From an optimization exercise on the open Yosys and OpenROAD flow, aimed at a short achievable clock period and few clock cycles; shortcuts taken in it are not production practice.
At most, simulation tests tie the RTL to the original design; equivalence was not proved.
Only the layout flow was run in run 1; the RTL was not checked for function there.

==> flow/design.v (outline; a module is shown in full before it is edited, if it fits) <==
// module hb_core: 744 lines
// module hb_div: 99 lines
// module hb_multree: 1261 lines
// module hb_csr: 126 lines
// module e203_exu_decode: 811 lines
// module hb_regfile: 28 lines
// module e203_tcm_cpu: 39 lines
module e203_tcm_cpu (
  input                          clk,
  input                          rst_n,
  output                         itcm_ram_cs,
  output                         itcm_ram_we,
  output [(16-3)-1:0] itcm_ram_addr,
  output [8-1:0] itcm_ram_wem,
  output [64-1:0] itcm_ram_din,
  input  [64-1:0] itcm_ram_dout,
  output                         dtcm_ram_cs,
  output                         dtcm_ram_we,
  output [(16-2)-1:0] dtcm_ram_addr,
  output [4-1:0] dtcm_ram_wem,
  output [32-1:0] dtcm_ram_din,
  input  [32-1:0] dtcm_ram_dout
);
  // ...
==> flow/flow/run.sh <==
#!/bin/bash
set -euo pipefail
MARGIN=${MARGIN:-15}
bash ./standard.sh SETUP_SLACK_MARGIN=$MARGIN finish > standard_make.log 2>&1
==> flow/standard.sh <==
#!/bin/bash
# synth_recipe.tcl (not shown) runs the flow's synth.tcl, then flattens the netlist and writes it again
# the make line also repeats each setting of config.mk as NAME=value (left out here)
make -C /OpenROAD-flow-scripts/flow DESIGN_CONFIG=/design/flow/config.mk WORK_HOME=/design/flow/orfs CLKGATE_MAP_FILE= SYNTH_SCRIPT=/design/flow/synth_recipe.tcl "${@:-finish}"
==> flow/config.mk <==
export PLATFORM = sky130hd
export DESIGN_NAME = e203_tcm_cpu
export DESIGN_NICKNAME = e203_tcm_cpu
export VERILOG_FILES = /design/flow/design.v
export SDC_FILE = /design/flow/constraint.sdc
export NUM_CORES = 8
export LEC_CHECK = 0
export CAP_MARGIN = 20
export CORE_MARGIN = 2
export CORE_UTILIZATION = 22
export GPL_ROUTABILITY_DRIVEN = 1
export PLACE_DENSITY = 0.4
export SLEW_MARGIN = 20
==> flow/constraint.sdc <==
create_clock -name core_clock -period 22.0 [get_ports {clk}]
set_input_delay 4.4000 -clock core_clock [delete_from_list [all_inputs] [get_ports {clk}]]
set_output_delay 4.4000 -clock core_clock [all_outputs]
set_load 0.01 [all_outputs]
==> results.txt, run 1 <==
Slowest cell on crit path nor3_1; dominant synthesized flop cell edfxtp_1; most area-hungry cell type in the Yosys netlist edfxtp_1; largest registers u_core.u_rf.rf (992), u_core.fq_dat (256), u_core.bt_tgt (240); clock slew at reported path FFs 0.06 ns; Worst Path Max Fanout 41; fraction of area in multi-input gates approximately 44%; multi-input gates ~15000; top layer in use met5; post-CTS resize count 442; Tapcells between 10000 and 15000; number of CTS-inserted buffers 438; Clock Path Buffers 5; CP Depth 19; Pre-antenna DRT Iters 12; Initial Utilization 22.08%; CP Launch Point u_core.fq_cur[0][0]; area share of the largest cell type after synthesis 35.97%; top-count cell post-synth edfxtp_1; Reg-to-Reg Start u_core.fq_cur[0][0]; actual slew at the worst max-slew pin 1.310 ns; Post-CTS Setup Repair Bufs around 120; Largest Register u_core.u_rf.rf; status complete, no violations; post-synthesis sequential area ratio 44.05%; Worst Path Class, Setup reg -> reg; area grow syn2layout 19.91%; fin. max-slew vios 0; DP HPWL 847200 um; initial antenna violation count 130; DP Area 239500 um^2; area of the multi-input gates approximately 120000 um^2; min Tclk post-route 7.200 ns; first-pass GRT wire length 1691000 um; GRT Total Usage 24.34%
==> module hb_div, before the edit <==
module hb_div (
  input         clk,
  input         rst_n,
  input         start,       
  input  [31:0] a,
  input  [31:0] b,
  input         sgn,
  output        done,        
  output [31:0] q,
  output [31:0] r
);
  localparam S_IDLE = 2'd0, S_NORM = 2'd1, S_ITER = 2'd2, S_FIX = 2'd3;
  reg [1:0]  st;
  reg [31:0] ua, ub;
  reg        qneg, rneg;
  reg [32:0] R;
  reg [31:0] A, Q;
  reg [5:0]  cnt;
  reg        c_v;
  reg [31:0] c_a, c_b, c_q, c_r;
  reg        c_sgn;
  reg [31:0] o_a, o_b;
  reg        o_sgn;
  wire a_neg = sgn & a[31];
  wire b_neg = sgn & b[31];
  wire hit   = c_v & (c_a == a) & (c_b == b) & (c_sgn == sgn);
  wire bz    = (b == 32'b0);
  reg  hit_r, bz_r;
  wire quick = (st == S_NORM) & (hit_r | bz_r);
  function [5:0] clz32(input [31:0] x);
    integer k;
    reg found;
    begin
      clz32 = 6'd32;
      found = 1'b0;
      for (k = 31; k >= 0; k = k - 1) begin
        if (!found && x[k]) begin clz32 = 6'd31 - k[5:0]; found = 1'b1; end
      end
    end
  endfunction
  wire [5:0] za = clz32(ua);
  wire [5:0] zb = clz32(ub);
  wire [6:0] kq = {1'b0, zb} - {1'b0, za} + 7'd1;    
  wire       kpos = ~kq[6] & (kq != 7'd0);
  wire [63:0] lsh = {ua, 32'b0} >> kq[5:0];    
  wire [32:0] R2  = {R[31:0], A[31]};
  wire [33:0] sub = {1'b0, R2} - {2'b0, ub};
  wire        ge  = ~sub[33];
  wire [31:0] qf = qneg ? (32'b0 - Q) : Q;
  wire [31:0] rf = rneg ? (32'b0 - R[31:0]) : R[31:0];
  assign done = quick | (st == S_FIX);
  assign q = (st == S_FIX) ? qf : (hit_r ? c_q : 32'hFFFF_FFFF);
  assign r = (st == S_FIX) ? rf : (hit_r ? c_r : o_a);
  always @(posedge clk or negedge rst_n) begin
    if (!rst_n) begin
      st <= S_IDLE;
      c_v <= 1'b0;
    end else begin
      case (st)
        S_IDLE: if (start) st <= S_NORM;
        S_NORM: st <= (hit_r | bz_r) ? S_IDLE : kpos ? S_ITER : S_FIX;
        S_ITER: if (cnt == 6'd1) st <= S_FIX;
        S_FIX:  begin st <= S_IDLE; c_v <= 1'b1; end
      endcase
    end
  end
  always @(posedge clk) begin
    case (st)
      S_IDLE: begin
        ua <= a_neg ? (32'b0 - a) : a;
        ub <= b_neg ? (32'b0 - b) : b;
        qneg <= a_neg ^ b_neg;
        rneg <= a_neg;
        o_a <= a; o_b <= b; o_sgn <= sgn;
        hit_r <= hit; bz_r <= bz;
      end
      S_NORM: begin
        Q <= 32'b0;
        if (kpos) begin
          R <= {1'b0, lsh[63:32]};
          A <= lsh[31:0];
          cnt <= kq[5:0];
        end else begin
          R <= {1'b0, ua};
        end
      end
      S_ITER: begin
        R <= ge ? sub[32:0] : R2;
        A <= {A[30:0], 1'b0};
        Q <= {Q[30:0], ge};
        cnt <= cnt - 6'd1;
      end
      S_FIX: begin
        c_q <= qf; c_r <= rf;
        c_a <= o_a; c_b <= o_b; c_sgn <= o_sgn;
      end
    endcase
  end
endmodule
==> module hb_regfile, before the edit <==
module hb_regfile (
  input         clk,
  input  [4:0]  ra1,
  input  [4:0]  ra2,
  output [31:0] rd1,
  output [31:0] rd2,
  input         wea,
  input  [4:0]  waa,
  input  [31:0] wda,
  input         web,
  input  [4:0]  wab,
  input  [31:0] wdb
);
  reg [31:0] rf [1:31];
  genvar i;
  generate
    for (i = 1; i < 32; i = i + 1) begin : g_r
      always @(posedge clk) begin
        if (wea && (waa == i))      rf[i] <= wda;
        else if (web && (wab == i)) rf[i] <= wdb;
      end
    end
  endgenerate
  wire [31:0] r1 = (ra1 == 5'd0) ? 32'b0 : rf[ra1];
  wire [31:0] r2 = (ra2 == 5'd0) ? 32'b0 : rf[ra2];
  assign rd1 = (ra1 != 5'd0 && wea && waa == ra1) ? wda : (ra1 != 5'd0 && web && wab == ra1) ? wdb : r1;
  assign rd2 = (ra2 != 5'd0 && wea && waa == ra2) ? wda : (ra2 != 5'd0 && web && wab == ra2) ? wdb : r2;
endmodule
==> run 2, diff against run 1 <==
--- a/flow/design.v
+++ b/flow/design.v
@@ -264,22 +264,22 @@
                           dec_info[(((((((((((((((((0+3-1)+1)+1-1)+1)+1-1)+1)+1-1)+1)+1-1)+1)+1-1)+1)+1-1)+1)+1-1)+1)+1-1):((((((((((((((((0+3-1)+1)+1-1)+1)+1-1)+1)+1-1)+1)+1-1)+1)+1-1)+1)+1-1)+1)+1-1)+1)] | dec_info[(((((((((((((((((((0+3-1)+1)+1-1)+1)+1-1)+1)+1-1)+1)+1-1)+1)+1-1)+1)+1-1)+1)+1-1)+1)+1-1)+1)+1-1):((((((((((((((((((0+3-1)+1)+1-1)+1)+1-1)+1)+1-1)+1)+1-1)+1)+1-1)+1)+1-1)+1)+1-1)+1)+1-1)+1)]);
   wire dm_dsg  = dec_info[(((((((((((((0+3-1)+1)+1-1)+1)+1-1)+1)+1-1)+1)+1-1)+1)+1-1)+1)+1-1):((((((((((((0+3-1)+1)+1-1)+1)+1-1)+1)+1-1)+1)+1-1)+1)+1-1)+1)] | dec_info[(((((((((((((((((0+3-1)+1)+1-1)+1)+1-1)+1)+1-1)+1)+1-1)+1)+1-1)+1)+1-1)+1)+1-1)+1)+1-1):((((((((((((((((0+3-1)+1)+1-1)+1)+1-1)+1)+1-1)+1)+1-1)+1)+1-1)+1)+1-1)+1)+1-1)+1)];
   wire dm_quo  = dec_info[(((((((((((((0+3-1)+1)+1-1)+1)+1-1)+1)+1-1)+1)+1-1)+1)+1-1)+1)+1-1):((((((((((((0+3-1)+1)+1-1)+1)+1-1)+1)+1-1)+1)+1-1)+1)+1-1)+1)] | dec_info[(((((((((((((((0+3-1)+1)+1-1)+1)+1-1)+1)+1-1)+1)+1-1)+1)+1-1)+1)+1-1)+1)+1-1):((((((((((((((0+3-1)+1)+1-1)+1)+1-1)+1)+1-1)+1)+1-1)+1)+1-1)+1)+1-1)+1)];
   wire [14:0] d_tgt    = d_pc + dec_bjp_imm[15:1];
   wire        d_pis_t  = (d_npc == d_tgt);
   wire        d_pis_s  = (d_npc == d_seq);
   wire        d_wr     = dec_rdwen & ~d_ilg;
   wire [31:0] rf_rd1, rf_rd2;
-  wire        rf_wea, rf_web;
-  wire [4:0]  rf_waa, rf_wab;
-  wire [31:0] rf_wda, rf_wdb;
+  wire        rf_we;
+  wire [4:0]  rf_wa;
+  wire [31:0] rf_wd;
   hb_regfile u_rf (
     .clk(clk), .ra1(dec_rs1idx), .ra2(dec_rs2idx), .rd1(rf_rd1), .rd2(rf_rd2),
-    .wea(rf_wea), .waa(rf_waa), .wda(rf_wda), .web(rf_web), .wab(rf_wab), .wdb(rf_wdb)
+    .we(rf_we), .wa(rf_wa), .wd(rf_wd)
   );
   reg         e_v;
   reg  [14:0] e_pc;
   reg  [31:0] e_inst;
   reg         e_rv32;
   reg         e_ilg, e_alu, e_agu, e_bjp, e_csr, e_mul, e_div;
   reg         ea_add, ea_sub, ea_xor, ea_sll, ea_srl, ea_sra, ea_or, ea_and, ea_slt, ea_sltu, ea_lui, ea_imm, ea_pc, ea_ecal, ea_ebrk;
   reg         eg_load, eg_store, eg_usign, eg_excl, eg_amo;
@@ -305,41 +305,33 @@
   reg  [2:0]  m_la;
   reg  [1:0]  m_size;
   reg  [63:0] m_ms, m_mc;
   reg         w_v, w_wr, w_ld, w_ldi, w_usign;
   reg  [4:0]  w_rd;
   reg  [31:0] w_res;
   reg  [2:0]  w_la;
   reg  [1:0]  w_size;
-  reg         x_ldv;
+  reg         x_wr;
   reg  [4:0]  x_rd;
-  reg  [11:0] x_b0s;       
-  reg  [5:0]  x_b1s;       
-  reg  [3:0]  x_hws;       
-  reg  [1:0]  x_ext;       
-  reg         x_b1v;       
-  reg  [63:0] xr_ic;
-  reg  [31:0] xr_dc;
-  wire [31:0] x_ldval;
+  reg  [31:0] x_res;
   wire rs1u = dec_rs1en;
   wire rs2u = dec_rs2en;
   wire e1 = rs1u & e_v & e_wr & (e_rd == dec_rs1idx);
   wire m1 = rs1u & m_v & m_wr & (m_rd == dec_rs1idx);
-  wire w1 = rs1u & w_v & w_wr & w_ld & (w_rd == dec_rs1idx);
+  wire w1 = rs1u & w_v & w_wr & (w_rd == dec_rs1idx);
   wire e2 = rs2u & e_v & e_wr & (e_rd == dec_rs2idx);
   wire m2 = rs2u & m_v & m_wr & (m_rd == dec_rs2idx);
-  wire w2 = rs2u & w_v & w_wr & w_ld & (w_rd == dec_rs2idx);
+  wire w2 = rs2u & w_v & w_wr & (w_rd == dec_rs2idx);
   wire e_slow = (e_agu & eg_load) | e_mul;
   wire d_stall = ((e1 | e2) & e_slow) | ((m1 & ~e1 | m2 & ~e2) & m_ld);
   wire [2:0] d_fs1 = e1 ? 3'b001 : m1 ? 3'b010 : w1 ? 3'b100 : 3'b000;
   wire [2:0] d_fs2 = e2 ? 3'b001 : m2 ? 3'b010 : w2 ? 3'b100 : 3'b000;
-  wire d_gnf = d_present & (d_bad | ~d_stall) & ~e_hold;    
-  wire d_go  = d_gnf & ~flush;
-  wire       d_cons = d_gnf & ~d_bad;
+  wire d_go = d_present & (d_bad | ~d_stall) & ~e_hold & ~flush;
+  wire       d_cons = d_go & ~d_bad;
   wire       pop1   = d_cons & (d_endlast | d_strad);
   wire       pop2   = d_cons & d_strad & d_last1z;
   wire [1:0] popn   = pop2 ? 2'd2 : pop1 ? 2'd1 : 2'd0;
   wire [1:0] d_ncur = d_endh + 2'd1;
   integer qi;
   reg         nq_v    [0:3];
   reg  [12:0] nq_blk  [0:3];
   reg  [1:0]  nq_cur  [0:3];
@@ -407,17 +399,17 @@
     else if (~e_hold) e_v <= d_go;
   end
   always @(posedge clk) begin
     if (e_hold) begin
       e_rf1 <= op1;
       e_rf2 <= op2;
       e_fs1 <= 3'b000;
       e_fs2 <= 3'b000;
-    end else begin
+    end else if (d_go) begin
       e_pc <= d_pc;
       e_inst <= d_inst;
       e_rv32 <= d_is32;
       e_ilg <= d_ilg; e_alu <= d_alu; e_agu <= d_agu; e_bjp <= d_bjp; e_csr <= d_csr;
       e_mul <= dm_mul; e_div <= dm_div;
       ea_add <= da_add; ea_sub <= da_sub; ea_xor <= da_xor; ea_sll <= da_sll; ea_srl <= da_srl;
       ea_sra <= da_sra; ea_or <= da_or; ea_and <= da_and; ea_slt <= da_slt; ea_sltu <= da_sltu;
       ea_lui <= da_lui; ea_imm <= da_imm; ea_pc <= da_pc; ea_ecal <= da_ecal; ea_ebrk <= da_ebrk;
@@ -443,20 +435,18 @@
       e_pis_t <= d_pis_t;
       e_pis_s <= d_pis_s;
       e_btag <= d_btag;
       e_bslot <= d_bslot;
       e_refetch <= d_bad;
       e_bneg <= dec_bjp_imm[31];
     end
   end
-  wire e_fr1 = ~(|e_fs1);
-  wire e_fr2 = ~(|e_fs2);
-  assign op1 = ({32{e_fs1[0]}} & m_res) | ({32{e_fs1[1]}} & w_res) | ({32{e_fs1[2]}} & x_ldval) | ({32{e_fr1}} & e_rf1);
-  assign op2 = ({32{e_fs2[0]}} & m_res) | ({32{e_fs2[1]}} & w_res) | ({32{e_fs2[2]}} & x_ldval) | ({32{e_fr2}} & e_rf2);
+  assign op1 = e_fs1[0] ? m_res : e_fs1[1] ? w_res : e_fs1[2] ? x_res : e_rf1;
+  assign op2 = e_fs2[0] ? m_res : e_fs2[1] ? w_res : e_fs2[2] ? x_res : e_rf2;
   wire [31:0] e_pcfull = {16'h8000, e_pc, 1'b0};
   wire [31:0] e_link   = {16'h8000, e_seq, 1'b0};
   wire [31:0] a1 = ea_pc ? e_pcfull : op1;
   wire [31:0] a2 = ea_imm ? e_imm : op2;
   wire [31:0] al_sum = a1 + a2;
   wire [32:0] al_dif = {a1[31] & ~ea_sltu, a1} - {a2[31] & ~ea_sltu, a2};
   wire [4:0]  shamt  = a2[4:0];
   wire [31:0] al_sll = a1 << shamt;
@@ -504,31 +494,29 @@
     endcase
   end
   wire [31:0] st_wdat = (eg_size == 2'b00) ? {4{op2[7:0]}} : (eg_size == 2'b01) ? {2{op2[15:0]}} : op2;
   reg         rsv_v;
   reg  [31:0] rsv_a;
   wire        sc_ok = rsv_v & (ag_a == rsv_a);
   localparam A_IDLE = 2'd0, A_RD = 2'd1, A_DAT = 2'd2, A_WR = 2'd3;
   reg  [1:0]  amo_st;
-  reg  [2:0]  amo_sel;     
-  wire [31:0] amo_old = ({32{amo_sel[0]}} & xr_ic[31:0]) | ({32{amo_sel[1]}} & xr_ic[63:32]) | ({32{amo_sel[2]}} & xr_dc);
-  wire        amo_mis = ((eg_size == 2'b01) & op1[0]) | ((eg_size == 2'b10) & (op1[1:0] != 2'b00));
-  wire        amo_go = e_v & e_agu & eg_amo & ~amo_mis;
-  wire [31:0] amo_b   = e_rf2;
-  wire [32:0] amo_dif = {~eg_amoop[1] & ~eg_amoop[0] & amo_old[31], amo_old} - {~eg_amoop[1] & ~eg_amoop[0] & amo_b[31], amo_b};
+  reg  [31:0] amo_old;
+  wire        amo_go = e_v & e_agu & eg_amo & ~ag_mis;
+  wire [32:0] amo_dif = {~eg_amoop[1] & ~eg_amoop[0] & amo_old[31], amo_old} - {~eg_amoop[1] & ~eg_amoop[0] & op2[31], op2};
   wire        amo_ge  = ~amo_dif[32];
   wire [31:0] amo_new =
-        ({32{eg_amoop[8]}} & amo_b)
-      | ({32{eg_amoop[7]}} & (amo_old + amo_b))
-      | ({32{eg_amoop[6]}} & (amo_old & amo_b))
-      | ({32{eg_amoop[5]}} & (amo_old | amo_b))
-      | ({32{eg_amoop[4]}} & (amo_old ^ amo_b))
-      | ({32{eg_amoop[3] | eg_amoop[1]}} & (amo_ge ? amo_old : amo_b))
-      | ({32{eg_amoop[2] | eg_amoop[0]}} & (amo_ge ? amo_b : amo_old));
+        ({32{eg_amoop[8]}} & op2)
+      | ({32{eg_amoop[7]}} & (amo_old + op2))
+      | ({32{eg_amoop[6]}} & (amo_old & op2))
+      | ({32{eg_amoop[5]}} & (amo_old | op2))
+      | ({32{eg_amoop[4]}} & (amo_old ^ op2))
+      | ({32{eg_amoop[3] | eg_amoop[1]}} & (amo_ge ? amo_old : op2))
+      | ({32{eg_amoop[2] | eg_amoop[0]}} & (amo_ge ? op2 : amo_old));
+  wire [31:0] amo_rdw = ~ag_dtcm ? (ag_a[2] ? ic_dout[63:32] : ic_dout[31:0]) : dc_dout;
   wire        dv_done;
   wire [31:0] dv_q, dv_r;
   hb_div u_div (
     .clk(clk), .rst_n(rst_n), .start(e_v & e_div & ~e_refetch), .a(op1), .b(op2), .sgn(em_dsg),
     .done(dv_done), .q(dv_q), .r(dv_r)
   );
   wire [63:0] mt_s, mt_c;
   hb_multree u_mt (
@@ -539,17 +527,17 @@
   wire t_ebrk = e_alu & ea_ebrk;
   wire t_mis  = e_agu & ag_any & ag_mis;
   wire e_trap = ~e_refetch & (t_ilg | t_ecal | t_ebrk | t_mis);
   wire [4:0] e_cause = t_ilg ? 5'd2 : t_ebrk ? 5'd3 : t_mis ? ((eg_load & ~eg_excl) ? 5'd4 : 5'd6) : 5'd11;
   reg  [15:0] ir_hi;
   wire [31:0] e_tval = t_ilg ? (e_rv32 ? e_inst : {ir_hi, e_inst[15:0]})
                      : t_ebrk ? e_pcfull
                      : t_mis ? ag_a : 32'b0;
-  wire e_busy = ~e_refetch & ((e_div & ~dv_done) | (e_agu & eg_amo & ~amo_mis & (amo_st != A_WR)));
+  wire e_busy = ~e_refetch & ~e_trap & ((e_div & ~dv_done) | (e_agu & eg_amo & (amo_st != A_WR)));
   assign e_hold = e_v & e_busy;
   wire e_done = e_v & ~e_busy;
   wire e_ok   = e_done & ~e_refetch & ~e_trap;       
   wire [31:0] csr_rdata, mtvec_r, mepc_r;
   wire e_mret = e_ok & e_bjp & eb_mret;
   wire e_fnci = e_ok & e_bjp & eb_fnci;
   wire e_instret = e_done & ~e_refetch & ~(e_bjp & (eb_mret | eb_fnci)) & ~(e_bjp & e203_bmis);
   hb_csr u_csr (
@@ -592,17 +580,17 @@
       endcase
       if (ld_iss & eg_excl) rsv_v <= 1'b1;
       else if (((st_iss | am_wr) & rsv_v & (ag_a == rsv_a)) | (e_done & e_trap) | e_mret) rsv_v <= 1'b0;
       if (e_done & ~e_refetch & e_rv32) ir_hi <= e_inst[31:16];
     end
   end
   always @(posedge clk) begin
     if (ld_iss & eg_excl) rsv_a <= ag_a;
-    amo_sel <= {ag_dtcm, ~ag_dtcm & ag_a[2], ~ag_dtcm & ~ag_a[2]};
+    if (amo_st == A_DAT) amo_old <= amo_rdw;
   end
   generate
     for (gi = 0; gi < NB; gi = gi + 1) begin : g_btu
       assign bu_hitv[gi] = bt_v[gi] & (bt_tag[gi] == e_btag);
     end
   endgenerate
   assign bu_hit = |bu_hitv;
   reg [1:0] bu_oslot, bu_octr;
@@ -684,68 +672,38 @@
     w_rd   <= m_rd;
     w_res  <= m_mul ? (m_mulhi ? m_prod[63:32] : m_prod[31:0]) : m_res;
     w_ld   <= m_ld;
     w_ldi  <= m_ldi;
     w_la   <= m_la;
     w_size <= m_size;
     w_usign<= m_usign;
   end
-  assign rf_wea = w_v & w_wr & ~w_ld;
-  assign rf_waa = w_rd;
-  assign rf_wda = w_res;
+  wire [31:0] ld_word = w_ldi ? (w_la[2] ? ic_dout[63:32] : ic_dout[31:0]) : dc_dout;
+  wire [31:0] ld_sh   = ld_word >> {w_la[1:0], 3'b000};
+  reg  [31:0] ld_val;
+  always @* begin
+    case (w_size)
+      2'b00: ld_val = {{24{~w_usign & ld_sh[7]}}, ld_sh[7:0]};
+      2'b01: ld_val = {{16{~w_usign & ld_sh[15]}}, ld_sh[15:0]};
+      2'b10: ld_val = ld_sh;
+      default: ld_val = 32'b0;
+    endcase
+  end
+  assign rf_wd = w_ld ? ld_val : w_res;
+  assign rf_we = w_v & w_wr;
+  assign rf_wa = w_rd;
   always @(posedge clk or negedge rst_n) begin
-    if (!rst_n) x_ldv <= 1'b0;
-    else        x_ldv <= w_v & w_wr & w_ld;
+    if (!rst_n) x_wr <= 1'b0;
+    else        x_wr <= w_v & w_wr;
   end
-  wire [3:0] w_off = {w_ldi & w_la[2], w_la[1:0]} ;      
-  wire       w_sb = (w_size == 2'b00), w_sh = (w_size == 2'b01), w_sw = (w_size == 2'b10);
-  wire [11:0] w_b0s;
-  wire [5:0]  w_b1s;
-  genvar li;
-  generate
-    for (li = 0; li < 8; li = li + 1) begin : g_b0i
-      assign w_b0s[li] = w_ldi & (w_size != 2'b11) & ({w_la[2], w_la[1:0]} == li);
-    end
-    for (li = 0; li < 4; li = li + 1) begin : g_b0d
-      assign w_b0s[8 + li] = ~w_ldi & (w_size != 2'b11) & (w_la[1:0] == li);
-    end
-    for (li = 0; li < 4; li = li + 1) begin : g_b1i
-      assign w_b1s[li] = w_ldi & (w_sh | w_sw) & ({w_la[2], w_la[1:0]} == 2 * li);
-    end
-    for (li = 0; li < 2; li = li + 1) begin : g_b1d
-      assign w_b1s[4 + li] = ~w_ldi & (w_sh | w_sw) & (w_la[1:0] == 2 * li);
-    end
-  endgenerate
   always @(posedge clk) begin
-    x_rd    <= w_rd;
-    x_b0s   <= w_b0s;
-    x_b1s   <= w_b1s;
-    x_hws   <= {w_sw, ~w_ldi & w_sw, w_ldi & w_sw & w_la[2], w_ldi & w_sw & ~w_la[2]};
-    x_ext   <= {w_sh & ~w_usign, w_sb & ~w_usign};
-    xr_ic   <= ic_dout;
-    xr_dc   <= dc_dout;
+    x_rd  <= w_rd;
+    x_res <= rf_wd;
   end
-  reg [7:0] ldb0, ldb1;
-  integer lk;
-  always @* begin
-    ldb0 = 8'b0;
-    for (lk = 0; lk < 8; lk = lk + 1) ldb0 = ldb0 | ({8{x_b0s[lk]}} & xr_ic[8*lk +: 8]);
-    for (lk = 0; lk < 4; lk = lk + 1) ldb0 = ldb0 | ({8{x_b0s[8 + lk]}} & xr_dc[8*lk +: 8]);
-    ldb1 = 8'b0;
-    for (lk = 0; lk < 4; lk = lk + 1) ldb1 = ldb1 | ({8{x_b1s[lk]}} & xr_ic[16*lk + 8 +: 8]);
-    for (lk = 0; lk < 2; lk = lk + 1) ldb1 = ldb1 | ({8{x_b1s[4 + lk]}} & xr_dc[16*lk + 8 +: 8]);
-  end
-  wire [15:0] ldhw = ({16{x_hws[0]}} & xr_ic[31:16]) | ({16{x_hws[1]}} & xr_ic[63:48]) | ({16{x_hws[2]}} & xr_dc[31:16]);
-  wire        lsgn = (x_ext[0] & ldb0[7]) | (x_ext[1] & ldb1[7]);
-  assign x_ldval = {x_hws[3] ? ldhw : {16{lsgn}}, (|x_b1s) ? ldb1 : {8{lsgn}}, ldb0};
-  wire [31:0] ld_val = x_ldval;
-  assign rf_web = x_ldv;
-  assign rf_wab = x_rd;
-  assign rf_wdb = ld_val;
 endmodule
 module hb_div (
   input         clk,
   input         rst_n,
   input         start,       
   input  [31:0] a,
   input  [31:0] b,
   input         sgn,
@@ -764,18 +722,17 @@
   reg [31:0] c_a, c_b, c_q, c_r;
   reg        c_sgn;
   reg [31:0] o_a, o_b;
   reg        o_sgn;
   wire a_neg = sgn & a[31];
   wire b_neg = sgn & b[31];
   wire hit   = c_v & (c_a == a) & (c_b == b) & (c_sgn == sgn);
   wire bz    = (b == 32'b0);
-  reg  hit_r, bz_r;
-  wire quick = (st == S_NORM) & (hit_r | bz_r);
+  wire idle_done = (st == S_IDLE) & start & (hit | bz);
   function [5:0] clz32(input [31:0] x);
     integer k;
     reg found;
     begin
       clz32 = 6'd32;
       found = 1'b0;
       for (k = 31; k >= 0; k = k - 1) begin
         if (!found && x[k]) begin clz32 = 6'd31 - k[5:0]; found = 1'b1; end
@@ -787,41 +744,40 @@
   wire [6:0] kq = {1'b0, zb} - {1'b0, za} + 7'd1;    
   wire       kpos = ~kq[6] & (kq != 7'd0);
   wire [63:0] lsh = {ua, 32'b0} >> kq[5:0];    
   wire [32:0] R2  = {R[31:0], A[31]};
   wire [33:0] sub = {1'b0, R2} - {2'b0, ub};
   wire        ge  = ~sub[33];
   wire [31:0] qf = qneg ? (32'b0 - Q) : Q;
   wire [31:0] rf = rneg ? (32'b0 - R[31:0]) : R[31:0];
-  assign done = quick | (st == S_FIX);
-  assign q = (st == S_FIX) ? qf : (hit_r ? c_q : 32'hFFFF_FFFF);
-  assign r = (st == S_FIX) ? rf : (hit_r ? c_r : o_a);
+  assign done = idle_done | (st == S_FIX);
+  assign q = (st == S_FIX) ? qf : (hit ? c_q : 32'hFFFF_FFFF);
+  assign r = (st == S_FIX) ? rf : (hit ? c_r : a);
   always @(posedge clk or negedge rst_n) begin
     if (!rst_n) begin
       st <= S_IDLE;
       c_v <= 1'b0;
     end else begin
       case (st)
-        S_IDLE: if (start) st <= S_NORM;
-        S_NORM: st <= (hit_r | bz_r) ? S_IDLE : kpos ? S_ITER : S_FIX;
+        S_IDLE: if (start & ~hit & ~bz) st <= S_NORM;
+        S_NORM: st <= kpos ? S_ITER : S_FIX;
         S_ITER: if (cnt == 6'd1) st <= S_FIX;
         S_FIX:  begin st <= S_IDLE; c_v <= 1'b1; end
       endcase
     end
   end
   always @(posedge clk) begin
     case (st)
       S_IDLE: begin
         ua <= a_neg ? (32'b0 - a) : a;
         ub <= b_neg ? (32'b0 - b) : b;
         qneg <= a_neg ^ b_neg;
         rneg <= a_neg;
         o_a <= a; o_b <= b; o_sgn <= sgn;
-        hit_r <= hit; bz_r <= bz;
       end
       S_NORM: begin
         Q <= 32'b0;
         if (kpos) begin
           R <= {1'b0, lsh[63:32]};
           A <= lsh[31:0];
           cnt <= kq[5:0];
         end else begin
@@ -3040,37 +2996,31 @@
           | (~legl_ops);
 endmodule                                      
 module hb_regfile (
   input         clk,
   input  [4:0]  ra1,
   input  [4:0]  ra2,
   output [31:0] rd1,
   output [31:0] rd2,
-  input         wea,
-  input  [4:0]  waa,
-  input  [31:0] wda,
-  input         web,
-  input  [4:0]  wab,
-  input  [31:0] wdb
+  input         we,
+  input  [4:0]  wa,
+  input  [31:0] wd
 );
   reg [31:0] rf [1:31];
   genvar i;
   generate
     for (i = 1; i < 32; i = i + 1) begin : g_r
       always @(posedge clk) begin
-        if (wea && (waa == i))      rf[i] <= wda;
-        else if (web && (wab == i)) rf[i] <= wdb;
+        if (we && (wa == i)) rf[i] <= wd;
       end
     end
   endgenerate
-  wire [31:0] r1 = (ra1 == 5'd0) ? 32'b0 : rf[ra1];
-  wire [31:0] r2 = (ra2 == 5'd0) ? 32'b0 : rf[ra2];
-  assign rd1 = (ra1 != 5'd0 && wea && waa == ra1) ? wda : (ra1 != 5'd0 && web && wab == ra1) ? wdb : r1;
-  assign rd2 = (ra2 != 5'd0 && wea && waa == ra2) ? wda : (ra2 != 5'd0 && web && wab == ra2) ? wdb : r2;
+  assign rd1 = (ra1 == 5'd0) ? 32'b0 : rf[ra1];
+  assign rd2 = (ra2 == 5'd0) ? 32'b0 : rf[ra2];
 endmodule
 module e203_tcm_cpu (
   input                          clk,
   input                          rst_n,
   output                         itcm_ram_cs,
   output                         itcm_ram_we,
   output [(16-3)-1:0] itcm_ram_addr,
   output [8-1:0] itcm_ram_wem,
==> flow/run.sh (new file) <==
#!/bin/bash
# synth_recipe.tcl (not shown) runs the flow's synth.tcl, then flattens the netlist and writes it again
# the make line also repeats each setting of config.mk as NAME=value (left out here)
make -C /OpenROAD-flow-scripts/flow DESIGN_CONFIG=/design/flow/config.mk WORK_HOME=/design/flow/orfs CLKGATE_MAP_FILE= SYNTH_SCRIPT=/design/flow/synth_recipe.tcl finish
removed: flow/flow/run.sh
removed: flow/standard.sh
==> results.txt, run 2 <==
status complete, no violations; crit path DAT 13.43 ns; DR vias 173900; GRT Total Usage 23.16% (-1.2 points); Post-CTS Setup Repair Bufs 0 (-100%); DP HPWL 784700 um (-7.4%); commonest non-fill, non-tap cell in the layout edfxtp_1; fin area 239600 um^2; Clk Latency, worst-skew pair 1.08 ns; slowest stage delay, CP 1.03 ns; largest net degree at the start of global routing 195; setup TNS 0 ns; CTS Hold Bufs 0; worst setup margin 9.407 ns; max cap viols 0; Final Hold Viols 0; Largest register FFs between 900 and 1000; max frequency approximately 80 MHz; Clock Path Buffers 4 (-1); die span in x 969.9 um; Worst Path Class, Setup reg -> reg; DRT Wirelength 1141000 um; # DRC 0; Sink Count 3342; CP dominant cell by count buf_4; RSZ-0062 raised after global routing false; Commonest cells post-synth edfxtp_1 (2708), nand2_1 (1418), nor2_1 (1236), a22oi_1 (1215), a21oi_1 (1104); Worst Path Max Fanout 73 (+78%); initial antenna violation count 109 (-16%); net count after synthesis a little over 20000; number of CTS-inserted buffers 404 (-7.8%); antenna-violating nets left 0; most frequent cells in the layout edfxtp_1 (2708), nand2_1 (1405), a22oi_1 (1214); vias in the first global route 166500; clock slew at reported path FFs 0.06 ns (about the same); Pre-antenna DRT Iters 8 (-4); layout cells sized above 1 11.58%; synth top area cells edfxtp_1 (40%), fa_1 (4.6%), a22oi_1 (4.4%); critical path startpoint category flop; actual slew at the worst max-slew pin 1.411 ns (+0.1002 ns); post-CTS resize count 0 (-100%); WL/cell approximately 36 um; top-count cell post-synth edfxtp_1; hold crit path type reg -> reg; dominant synthesized flop cell edfxtp_1; Core Footprint around 930000 um^2; first-pass GRT wire length 1523000 um (-9.9%); post-synth cell types 116; most area-hungry cell type in the Yosys netlist edfxtp_1; Fin Clk Skew around 0.17 ns; Top Ports 237; Setup violations, final 0; nets 20430; number of synthesized flops with an enable pin ~2700; Setup crit end kind flop; total gr overflow 0; largest registers u_core.u_rf.rf (992), u_core.fq_dat (256), u_core.bt_tgt (240); warnings from Yosys 57; row count 354; area share of the largest cell type after synthesis 39.62% (+3.6 points); area grow syn2layout 16.72%; CTS root buf clkbuf_16; critical path required time 22.83 ns; min Tclk post-route 12.59 ns (+5.393 ns); GP Congestion roughly 0.97; CTS tree done; post-synthesis instance total a little under 20000; DP Worst Slack 9.681 ns; syn avg cell area 10.64 um^2; Port Buf Inserts roughly 240; slew margin rel. 5.869%; flops & latches, synth 3342; Slowest cell on crit path nor4_1; fin. max-slew vios 0 (unchanged); 1st-iter DRT viols 24040; die area 940700 um^2; Tcrit/Tclk final 57.24%; H-tree lvl count 5; Initial Utilization 22.08% (about the same); Die Span Y 969.9 um; Via-to-Cell Ratio around 5.4; Largest Register u_core.u_rf.rf; Syn Std Cell Area 205200 um^2; DP Area 225500 um^2 (-5.8%); ys async rst share between 10% and 20%; post-synthesis sequential area ratio 46.64% (+2.6 points)
## run 2: metal layers
| metal | share of wire [%] | vias up | wire, um | track usage (%) |
|---|---|---|---|---|
| met1 | 42 | 89340 | 481500 | 31.34 |
| met2 | 43 | 10150 | 489100 | 34.90 |
| met3 | 8.8 | 2257 | 100800 | 4.891 |
| met4 | 6.1 | 28 | 69190 | 11.77 |
| met5 | 0.018 | - | 206 | 0 |
| li1 | - | 72120 | - | - |
## run 2: path summary, 6_finish.rpt
| check | slack [ns] | from | cells past startpoint | endpoint |
|---|---|---|---|---|
| min in group asynchronous | 0.37 | rst_sync_r[1] | 0 | u_core.bt_v[12] |
| worst min-delay path | 0.33 | u_core.m_la[2] | 0 | u_core.w_la[2] |
| worst max-delay path | 9.41 | u_core.e_fs1[1] | 29 | u_core.fq_cur[0][0] |
| worst min register to register | 0.33 | u_core.m_la[2] | 0 | u_core.w_la[2] |
| max in group asynchronous | 17.74 | rst_sync_r[1] | 4 | u_core.u_csr.minstreth[24] |
| worst max register to register | 9.41 | u_core.e_fs1[1] | 29 | u_core.fq_cur[0][0] |
## run 2: worst max-delay path, delay by kind of cell (launching register included)
kind / cells / cell delay (ns)
flip-flops: 1 / 0.52
AO/OA/AOI/OAI: 9 / 3.19
adder cells (fa/ha/maj): 3 / 1.00
XOR/XNOR: 1 / 0.08
AND/OR/NAND/NOR: 8 / 3.03
buffers and inverters: 8 / 4.41
## run 2: cell families after synthesis
group / synth area share, %
adder cells (fa/ha/maj): 8.065
XOR/XNOR: 6.787
AO/OA/AOI/OAI: 17.94
AND/OR/NAND/NOR: 10.40
buffers and inverters: 4.533
flip-flops: 46.64
other: 0.001827
multiplexers: 5.635
## run 2: metrics by stage
| stage | hold WS, ns | utilization (%) | std cells |
|---|---|---|---|
| floorplan | 0.3096 | - | 19290 |
| global placement | 0.3110 | 24.24 | 31150 |
| detailed placement | 0.3134 | 24.25 | 31160 |
| CTS | 0.3269 | 25.73 | 31900 |
| global route | 0.3290 | 25.76 | 31940 |
| finish | 0.3277 | 25.77 | 31980 |
## run 2: cell type report
| type | instances | area, um^2 |
|---|---|---|
| clock buffer | 529 | 11040 |
| fill | 97800 | 690100 |
| inverter | 947 | 3566 |
| sequential | 3342 | 95750 |
| multi-input combinational | 13580 | 102600 |
| timing repair buffer | 1008 | 8335 |
| clock inverter | 217 | 2698 |
| antenna | 73 | 182.7 |
| tap | 12280 | 15370 |
Testbench counts of run 2, summed over its fixed seeds: cycles 290,520.
==> run 3, diff against run 2 <==
--- a/flow/config.mk
+++ b/flow/config.mk
@@ -5,6 +5,7 @@
 export SDC_FILE = /design/flow/constraint.sdc
 export NUM_CORES = 8
 export LEC_CHECK = 0
+export ABC_CLOCK_PERIOD_IN_PS = 4000
 export CAP_MARGIN = 20
 export CORE_MARGIN = 2
 export CORE_UTILIZATION = 22
==> results.txt, run 3 <==
min Tclk post-route 12.59 ns (unchanged); first-pass GRT wire length 1523000 um (unchanged); Fill cells 97800 (unchanged); area of the multi-input gates 102600 um^2 (unchanged); slowest stage delay, CP 1.03 ns (about the same); status complete, no violations; Slowest cell on crit path nor4_1; WL/cell 35.67 um (unchanged); layout cells sized above 1 11.58% (unchanged); Syn Std Cell Area 205200 um^2 (unchanged); critical path required time 22.83 ns (about the same); met1 GRT Util 31.34% (unchanged); Tcrit/Tclk final 57.24% (unchanged); CTS tree done; most frequent cells in the layout edfxtp_1 (2708), nand2_1 (1405), a22oi_1 (1214); Via-to-Cell Ratio 5.437 (unchanged); antenna-violating nets left 0 (unchanged); nets 20430 (unchanged); RSZ-0062 raised after global routing false; Largest Register u_core.u_rf.rf; Setup violations, final 0 (unchanged); net count after synthesis 20430 (unchanged); Top Ports 237 (unchanged); Commonest cells post-synth edfxtp_1 (2708), nand2_1 (1418), nor2_1 (1236), a22oi_1 (1215), a21oi_1 (1104); Die Span Y 969.9 um (unchanged); actual slew at the worst max-slew pin 1.411 ns (unchanged); commonest non-fill, non-tap cell in the layout edfxtp_1; warnings from Yosys 57 (unchanged); setup TNS 0 ns (unchanged); Setup crit end kind flop; die span in x 969.9 um (unchanged); Initial Utilization 22.08% (unchanged); CTS Hold Bufs 0 (unchanged); Post-CTS Setup Repair Bufs 0 (unchanged); total gr overflow 0 (unchanged); largest net degree at the start of global routing 195 (unchanged); DRT Wirelength 1141000 um (unchanged); H-tree lvl count 5 (unchanged); post-synthesis sequential area ratio 46.64% (unchanged); Worst Path Class, Setup reg -> reg; post-synthesis instance total 19290 (unchanged); Worst Path Max Fanout 73 (unchanged); max cap viols 0 (unchanged); register area 95750 um^2 (unchanged); post-CTS resize count 0 (unchanged); slew margin rel. 5.869% (unchanged); GRT Total Usage 23.16% (unchanged); most area-hungry cell type in the Yosys netlist edfxtp_1; Clock Path Buffers 4 (unchanged); worst hold margin 0.3277 ns (unchanged); number of synthesized flops with an enable pin 2708 (unchanged); flops & latches, synth 3342 (unchanged); DR vias 173900 (unchanged); Pre-antenna DRT Iters 8 (unchanged); 1st-iter DRT viols 24040 (unchanged); Final Hold Viols 0 (unchanged); die area 940700 um^2 (unchanged); ys async rst share 10.23% (unchanged); top-count cell post-synth edfxtp_1; area share of the largest cell type after synthesis 39.62% (unchanged); max frequency 79.41 MHz (unchanged); area grow syn2layout 16.72% (unchanged); hold crit path type reg -> reg; Core Footprint 929700 um^2 (unchanged); Fin Clk Skew 0.1674 ns (unchanged); GP Congestion 0.9736 (unchanged); fin. max-slew vios 0 (unchanged); synth top area cells edfxtp_1 (40%), fa_1 (4.6%), a22oi_1 (4.4%); grt met3 use 4.891% (unchanged); syn avg cell area 10.64 um^2 (unchanged); critical path startpoint category flop; CTS root buf clkbuf_16; worst setup margin 9.407 ns (unchanged); DP HPWL 784700 um (unchanged); post-synth cell types 116 (unchanged); Port Buf Inserts 236 (unchanged); met2 usage 34.90% (unchanged); Clk Latency, worst-skew pair 1.08 ns (about the same); row count 354 (unchanged); crit path DAT 13.43 ns (about the same); clock slew at reported path FFs 0.06 ns (about the same); number of CTS-inserted buffers 404 (unchanged); vias in the first global route 166500 (unchanged); dominant synthesized flop cell edfxtp_1; initial antenna violation count 109 (unchanged); DP Worst Slack 9.681 ns (unchanged); grt peak-use layer met2; largest registers u_core.u_rf.rf (992), u_core.fq_dat (256), u_core.bt_tgt (240); Largest register FFs 992 (unchanged); CP dominant cell by count buf_4; # DRC 0 (unchanged); Sink Count 3342 (unchanged)
run 3: cell counts in the layout (fill, tap and decap cells not counted):
No cell type changed its count.
run 3: cell type report:
class / count / share of cell area [%]
Timing Repair Buffer: 1008 / 3.479
Inverter: 947 / 1.489
Clock buffer: 529 / 4.610
Tap cell: 12280 / 6.415
Antenna cell: 73 / 0.07625
Multi-Input combinational cell: 13580 / 42.84
Clock inverter: 217 / 1.126
Sequential cell: 3342 / 39.97
run 3: critical path: cells and delay by family (launching register included):
kind            cells  cell delay [ns]
flops               1             0.52
compound gates      9             3.19
simple gates        8             3.03
buf+inv             8             4.41
xor+xnor            1             0.08
fa+ha+maj           3             1.00
run 3: through the flow:
| stage | utilization, % | cell area [um^2] | instances |
|---|---|---|---|
| 2_1_floorplan | - | 205200 | 19290 |
| 3_3_place_gp | 24.24 | 225400 | 31150 |
| 3_5_place_dp | 24.25 | 225500 | 31160 |
| 4_1_cts | 25.73 | 239200 | 31900 |
| 5_1_grt | 25.76 | 239500 | 31940 |
| 6_report | 25.77 | 239600 | 31980 |
run 3: path summary, 6_finish.rpt:
path | from | endpoint | slack [ns] | cells past startpoint
worst max-delay path | u_core.e_fs1[1] | u_core.fq_cur[0][0] | 9.41 | 29
worst min-delay path | u_core.m_la[2] | u_core.w_la[2] | 0.33 | 0
worst max register to register | u_core.e_fs1[1] | u_core.fq_cur[0][0] | 9.41 | 29
worst min register to register | u_core.m_la[2] | u_core.w_la[2] | 0.33 | 0
max in group asynchronous | rst_sync_r[1] | u_core.u_csr.minstreth[24] | 17.74 | 4
min in group asynchronous | rst_sync_r[1] | u_core.bt_v[12] | 0.37 | 0
run 3: kinds of logic (layout without fill, tap and decap cells):
group | Yosys count | in the layout | synth area share, %
AO/OA/AOI/OAI | 5366 | 5366 | 17.94
AND/OR/NAND/NOR | 4548 | 4548 | 10.40
flip-flops | 3342 | 3342 | 46.64
buffers and inverters | 2366 | 2701 | 4.533
XOR/XNOR | 1581 | 1581 | 6.787
multiplexers | 1046 | 1046 | 5.635
adder cells (fa/ha/maj) | 1041 | 1041 | 8.065
other | 1 | 74 | 0.001827
run 3: layer usage:
| layer | share of wire [%] | vias to the layer above |
|---|---|---|
| met5 | 0.018 | - |
| met4 | 6.1 | 28 |
| met3 | 8.8 | 2257 |
| met2 | 43 | 10150 |
| met1 | 42 | 89340 |
| li1 | - | 72120 |

==> re-timing with driven ports <==
The flow's constraints put no driver on any port. The routed layouts listed below were extracted and timed again, unchanged, in two steps. Step 1 (the two cells are an assumption about what drives the block):
set clk [get_ports {clk}]
set_driving_cell -lib_cell sky130_fd_sc_hd__clkbuf_16 $clk
set_driving_cell -lib_cell sky130_fd_sc_hd__buf_2 [delete_from_list [all_inputs] $clk]
Step 2 also shifts input and output timing later by t, the mid clock arrival at the registers, as if the neighbouring blocks saw the same clock. a / b / c = ideal / step 1 / step 2; a / b = the first two.
run | shift t [ns] | slack for setup (ns) | worst setup path at the end | worst data-port slew with drivers (ns) | pins driven straight from the clock port
run 1 | 1.208 | 14.800 / 14.800 / 14.800 | register to register | 0.11 | 1
run 2 | 1.121 | 9.407 / 9.407 / 9.407 | register to register | 0.22 | 1
run 3 | 1.121 | 9.407 / 9.407 / 9.407 | register to register | 0.22 | 1
After both steps every run listed still meets setup and hold.
